This design comes from an exercise in tuning for small area, a short achievable clock period and few clock cycles per item on the open sky130 flow, not from production work. In this exercise RTL edits were held to simulation tests only and were not proved equivalent to the original.

==> trial 17 <==
==> flow/design.v (excerpt) <==
module div_top (
    input  logic        clk,
    input  logic        rst,
    input  logic        in_valid,
    output logic        in_ready,
    input  logic  [2:0] in_op,
    input  logic [63:0] in_a,
    input  logic [63:0] in_b,
    output logic        out_valid,
    input  logic        out_ready,
    output logic [63:0] out_result
);
    localparam [2:0] S_IDLE = 3'd0, S_P1 = 3'd1, S_P2 = 3'd2, S_ITER = 3'd3, S_POST = 3'd4;
    logic  [2:0] st;
    logic [64:0] R, V;      
    logic [63:0] Q;         
    logic  [5:0] cnt;       
    logic  [5:0] pb;        
    logic        w, rm;     
    logic        sa;        
    logic        cin;       
    logic        neg;       
    logic        zq;        
    logic        ovld;
    function automatic [6:0] hpos(input logic [63:0] x);
        logic [63:0] v [0:6];
        logic [5:0]  p [0:6][0:63];
        for (int i = 0; i < 64; i++) begin v[0][i] = x[i]; p[0][i] = 6'd0; end
        for (int l = 1; l <= 6; l++) begin
            for (int i = 0; i < 64; i++) begin v[l][i] = 1'b0; p[l][i] = 6'd0; end
            for (int i = 0; i < (64 >> l); i++) begin
                v[l][i] = v[l-1][2*i+1] | v[l-1][2*i];
                p[l][i] = v[l-1][2*i+1] ? (p[l-1][2*i+1] | (6'd1 << (l-1))) : p[l-1][2*i];
            end
        end
        hpos = {v[6][0], p[6][0]};    
    endfunction
    logic [64:0] ia, ib;    
    logic        isa, isb, iinv;
    always_comb begin
        isa  = ~in_op[0] & (in_op[2] ? in_a[31] : in_a[63]);
        isb  = ~in_op[0] & (in_op[2] ? in_b[31] : in_b[63]);
        iinv = ~(isa ^ isb);
        ia   = {isa, in_op[2] ? {32{isa}} : in_a[63:32], in_a[31:0]};
        ib   = {~isa, in_op[2] ? {32{~isa}} : in_b[63:32] ^ {32{iinv}}, in_b[31:0] ^ {32{iinv}}};
    end
    logic [65:0] sum;
    logic [64:0] S;
    logic        zs, c;
    always_comb begin
        sum = {R, 1'b1} + {V, cin};
  ...
==> module div_top, before the edit <==
module div_top (
    input  logic        clk,
    input  logic        rst,
    input  logic        in_valid,
    output logic        in_ready,
    input  logic  [2:0] in_op,
    input  logic [63:0] in_a,
    input  logic [63:0] in_b,
    output logic        out_valid,
    input  logic        out_ready,
    output logic [63:0] out_result
);
    localparam [2:0] S_IDLE = 3'd0, S_P1 = 3'd1, S_P2 = 3'd2, S_ITER = 3'd3, S_POST = 3'd4;
    logic  [2:0] st;
    logic [64:0] R, V;      
    logic [63:0] Q;         
    logic  [5:0] cnt;       
    logic  [5:0] pb;        
    logic        w, rm;     
    logic        sa;        
    logic        cin;       
    logic        neg;       
    logic        zq;        
    logic        ovld;
    function automatic [6:0] hpos(input logic [63:0] x);
        logic [63:0] v [0:6];
        logic [5:0]  p [0:6][0:63];
        for (int i = 0; i < 64; i++) begin v[0][i] = x[i]; p[0][i] = 6'd0; end
        for (int l = 1; l <= 6; l++) begin
            for (int i = 0; i < 64; i++) begin v[l][i] = 1'b0; p[l][i] = 6'd0; end
            for (int i = 0; i < (64 >> l); i++) begin
                v[l][i] = v[l-1][2*i+1] | v[l-1][2*i];
                p[l][i] = v[l-1][2*i+1] ? (p[l-1][2*i+1] | (6'd1 << (l-1))) : p[l-1][2*i];
            end
        end
        hpos = {v[6][0], p[6][0]};    
    endfunction
    logic [64:0] ia, ib;    
    logic        isa, isb, iinv;
    always_comb begin
        isa  = ~in_op[0] & (in_op[2] ? in_a[31] : in_a[63]);
        isb  = ~in_op[0] & (in_op[2] ? in_b[31] : in_b[63]);
        iinv = ~(isa ^ isb);
        ia   = {isa, in_op[2] ? {32{isa}} : in_a[63:32], in_a[31:0]};
        ib   = {~isa, in_op[2] ? {32{~isa}} : in_b[63:32] ^ {32{iinv}}, in_b[31:0] ^ {32{iinv}}};
    end
    logic [65:0] sum;
    logic [64:0] S;
    logic        zs, c;
    always_comb begin
        sum = {R, 1'b1} + {V, cin};
        S   = sum[65:1];
        zs  = &((R ^ V) ~^ {R[63:0] | V[63:0], cin});
        c   = sa ? (S[64] | zs) : ~S[64];
    end
    logic  [6:0] ha, hb;
    logic        dz;
    always_comb begin
        ha = hpos(sa ? {~R[62:0], 1'b1} : R[63:0]);
        hb = hpos(V[63:0] ^ {64{V[64]}});
        dz = ~hb[6] & (V[64] == cin);
    end
    logic  [5:0] sh;
    logic        sh0;       
    always_comb begin
        sh  = cnt - pb;
        sh0 = cnt == pb;
    end
    logic [64:0] Vsh;
    always_comb begin
        Vsh = V;
        for (int k = 0; k < 6; k++)
            if (sh[k]) Vsh = (Vsh << (1 << k)) | (cin ? ~({65{1'b1}} << (1 << k)) : 65'd0);
    end
    logic [63:0] r;
    always_comb begin
        r = rm ? R[63:0] : (zq ? {64{neg}} : Q);
        if (w) r[63:32] = {32{r[31]}};
    end
    logic  [2:0] st_n;
    logic        ovld_n, rdy;
    always_comb begin
        st_n   = st;
        ovld_n = ovld & ~out_ready;
        case (st)
            S_IDLE: if (in_valid) st_n = S_P1;
            S_P1:   st_n = (dz | ~c) ? S_POST : S_P2;
            S_P2:   if (~ovld) st_n = sh0 ? S_POST : S_ITER;
            S_ITER: if (cnt == 6'd0) st_n = S_POST;
            S_POST: if (~ovld) begin
                ovld_n = 1'b1;
                st_n   = in_valid ? S_P1 : S_IDLE;
            end
            default: st_n = S_IDLE;
        endcase
    end
    always_ff @(posedge clk) begin
        if (rst) begin
            st   <= S_IDLE;
            ovld <= 1'b0;
            rdy  <= 1'b1;
        end else begin
            st   <= st_n;
            ovld <= ovld_n;
            rdy  <= (st_n == S_IDLE) | (st_n == S_POST & ~ovld_n);
        end
    end
    always_ff @(posedge clk) begin
        case (st)
            S_IDLE, S_POST: if (in_ready) begin
                R   <= ia;
                V   <= ib;
                cin <= iinv;
                sa  <= isa;
                neg <= ~iinv & ~in_op[1];
                w   <= in_op[2];
                rm  <= in_op[1];
            end
            S_P1: begin
                cnt <= ha[5:0];
                pb  <= hb[5:0];
                zq  <= dz | ~c;
                if (dz | ~c) neg <= dz;
                else if (neg) R <= S;
            end
            S_P2: if (~ovld) begin
                if (sh0) begin
                    if (c) R <= S;
                    Q <= {{63{neg}}, c ^ neg};
                end else begin
                    V   <= Vsh;
                    cnt <= sh;
                    Q   <= {64{neg}};
                end
            end
            S_ITER: begin
                if (c) R <= S;
                Q   <= {Q[62:0], c ^ neg};
                V   <= {V[64], V[64:1]};
                cnt <= cnt - 6'd1;
            end
            default: ;
        endcase
        if (st == S_POST && ~ovld) Q <= r;
    end
    always_comb in_ready   = rdy;
    always_comb out_valid  = ovld;
    always_comb out_result = Q;
endmodule
==> flow/config.mk <==
export PLATFORM = sky130hd
export DESIGN_NAME = div_top
export DESIGN_NICKNAME = div_top
export VERILOG_FILES = /design/flow/design.v
export SDC_FILE = /design/flow/constraint.sdc
export NUM_CORES = 4
export LEC_CHECK = 0
export ABC_AREA = 1
export CAP_MARGIN = 20
export CORE_MARGIN = 2
export CORE_UTILIZATION = 55
export SLEW_MARGIN = 20
==> flow/constraint.sdc <==
create_clock -name core_clock -period 8.0 [get_ports {clk}]
set_input_delay 1.6000 -clock core_clock [delete_from_list [all_inputs] [get_ports {clk}]]
set_output_delay 1.6000 -clock core_clock [all_outputs]
set_load 0.01 [all_outputs]
standard.sh (not shown) runs the stock make flow with config.mk's settings and CLKGATE_MAP_FILE= SYNTH_SCRIPT=/design/flow/synth_recipe.tcl, a recipe that flattens the netlist after the stock synthesis.
==> flow/flow/run.sh <==
#!/bin/bash
# Layout: the standard flow (standard.sh) with one change: the port
# buffers that global placement inserts on every input and output are
# sky130_fd_sc_hd__buf_2 cells instead of the default pick,
# sky130_fd_sc_hd__clkdlybuf4s50_1 (a delay buffer: larger and about 0.4 ns
# slower on every path from an input or to an output).  Timing repair aims
# at 4.5 ns of setup slack, as SETUP_SLACK_MARGIN does in config.mk.
# The whole make output goes to run_flow.log in this folder; ORFS keeps each
# step's own log under orfs/logs/.
set -euo pipefail
bash standard.sh SETUP_SLACK_MARGIN=4.5 "BUFFER_PORTS_ARGS=-buffer_cell sky130_fd_sc_hd__buf_2" finish > run_flow.log 2>&1
==> inputs of build 47, as changes to trial 17 <==
--- a/flow/design.v
+++ b/flow/design.v
@@ -14,7 +14,7 @@
     logic  [2:0] st;
     logic [64:0] R, V;      
     logic [63:0] Q;         
-    logic  [5:0] cnt;       
+    logic  [6:0] cnt;       
     logic  [5:0] pb;        
     logic        w, rm;     
     logic        sa;        
@@ -53,18 +53,23 @@
         zs  = &((R ^ V) ~^ {R[63:0] | V[63:0], cin});
         c   = sa ? (S[64] | zs) : ~S[64];
     end
-    logic  [6:0] ha, hb;
+    logic  [6:0] ha, hb, ht;
+    logic [64:0] ta;
     logic        dz;
     always_comb begin
-        ha = hpos(sa ? {~R[62:0], 1'b1} : R[63:0]);
-        hb = hpos(V[63:0] ^ {64{V[64]}});
+        ta = R ^ {R[63:0], 1'b0};
+        ht = hpos(ta[63:0]);
+        ha = ta[64] ? 7'd64 : {1'b0, ht[5:0]};
+        hb = hpos(V[64:1] ^ V[63:0]);
         dz = ~hb[6] & (V[64] == cin);
     end
-    logic  [5:0] sh;
+    logic  [5:0] sh, d0, d1;
     logic        sh0;       
     always_comb begin
-        sh  = cnt - pb;
-        sh0 = cnt == pb;
+        d0  = cnt[5:0] + ~pb;   
+        d1  = cnt[5:0] - pb;
+        sh  = sa ? d1 : d0;
+        sh0 = sh == 6'd0;
     end
     logic [64:0] Vsh;
     always_comb begin
@@ -86,7 +91,7 @@
             S_IDLE: if (in_valid) st_n = S_P1;
             S_P1:   st_n = (dz | ~c) ? S_POST : S_P2;
             S_P2:   if (~ovld) st_n = sh0 ? S_POST : S_ITER;
-            S_ITER: if (cnt == 6'd0) st_n = S_POST;
+            S_ITER: if (cnt == 7'd0) st_n = S_POST;
             S_POST: if (~ovld) begin
                 ovld_n = 1'b1;
                 st_n   = in_valid ? S_P1 : S_IDLE;
@@ -117,7 +122,7 @@
                 rm  <= in_op[1];
             end
             S_P1: begin
-                cnt <= ha[5:0];
+                cnt <= ha;
                 pb  <= hb[5:0];
                 zq  <= dz | ~c;
                 if (dz | ~c) neg <= dz;
@@ -129,7 +134,7 @@
                     Q <= {{63{neg}}, c ^ neg};
                 end else begin
                     V   <= Vsh;
-                    cnt <= sh;
+                    cnt <= {1'b0, sh};
                     Q   <= {64{neg}};
                 end
             end
@@ -137,7 +142,7 @@
                 if (c) R <= S;
                 Q   <= {Q[62:0], c ^ neg};
                 V   <= {V[64], V[64:1]};
-                cnt <= cnt - 6'd1;
+                cnt <= cnt - 7'd1;
             end
             default: ;
         endcase
- CORE_UTILIZATION: 55 -> 40
==> notes.md <==
Standard cell core area: build 47 0.0580 mm2; trial 17 0.0428 mm2
M1 WL: build 47 46.3 mm; trial 17 41.0 mm
Worst setup path endpoint: build 47 R[16]$_DFFE_PP_; trial 17 V[63]$_DFFE_PP_
Syn-to-layout area delta: build 47 25.1%; trial 17 19.2%
# placed instances: build 47 4343; trial 17 4088
Antenna violations before repair: build 47 4; trial 17 14
Worst setup slack before clock tree synthesis: build 47 2.78 ns; trial 17 2.49 ns
Die height: build 47 247 um; trial 17 212 um
Total track usage: build 47 36.1%; trial 17 50.9%
Number of synthesized flops with an enable pin: build 47 213; trial 17 212
Non-clock buffer share of cell area: build 47 11.7%; trial 17 9.57%
Worst hold path startpoint: build 47 Q[10]$_DFFE_PP_; trial 17 Q[60]$_DFFE_PP_
Top cell type's share of synthesized area: build 47 27.1%; trial 17 26.9%
Result of the run: build 47 finished clean; trial 17 finished clean
Number of cell rows: build 47 88; trial 17 76
Die area: build 47 0.0609 mm2; trial 17 0.0448 mm2
Mux contribution to synthesized area: build 47 1.95%; trial 17 1.90%
Worst flop-to-flop path startpoint: build 47 V[25]$_DFFE_PP_; trial 17 cnt[2]$_DFFE_PP_
Starting density of the core: build 47 40.6%; trial 17 55.4%
Post-Syn Nets: build 47 3794; trial 17 3788
Destination of the worst hold path: build 47 Q[11]$_DFFE_PP_; trial 17 Q[61]$_DFFE_PP_
Testbench counts of trial 17, summed over its fixed seeds: cycles 22,018, divs 2,048.
Testbench counts of build 47, summed over its fixed seeds: cycles 22,018, divs 2,048.

## afterwards: timing with drivers on the ports
The flow's constraints put no driver on any port. The routed layouts listed below were extracted and timed again, unchanged, in two steps. Step 1, drivers: a clkbuf_16 drives clk and a buf_2 each remaining input, both assumed. Step 2 times the ports against the registers' clock, not the clock port: input delays grow and output delays shrink by t, the midpoint of the rising clock arrivals with the driver on. a / b / c = ideal ports / drivers / drivers and shift; a / b = the first two.
run | t, ns | setup WS [ns] | clock arrival spread, ns | worst register clock-pin slew, ns | worst data-port slew with drivers (ns)
trial 17 | 0.658 | 4.262 / 4.262 / 3.991 | 0.016 / 0.016 | 0.08 / 0.08 | 0.06
build 47 | 0.667 | 4.338 / 4.338 / 4.008 | 0.021 / 0.021 | 0.07 / 0.07 | 0.07
After both steps setup and hold are still met in every run listed. The setup slack of build 47, which loses most, moves by 0.000 ns with the drivers and by -0.330 ns with both steps.
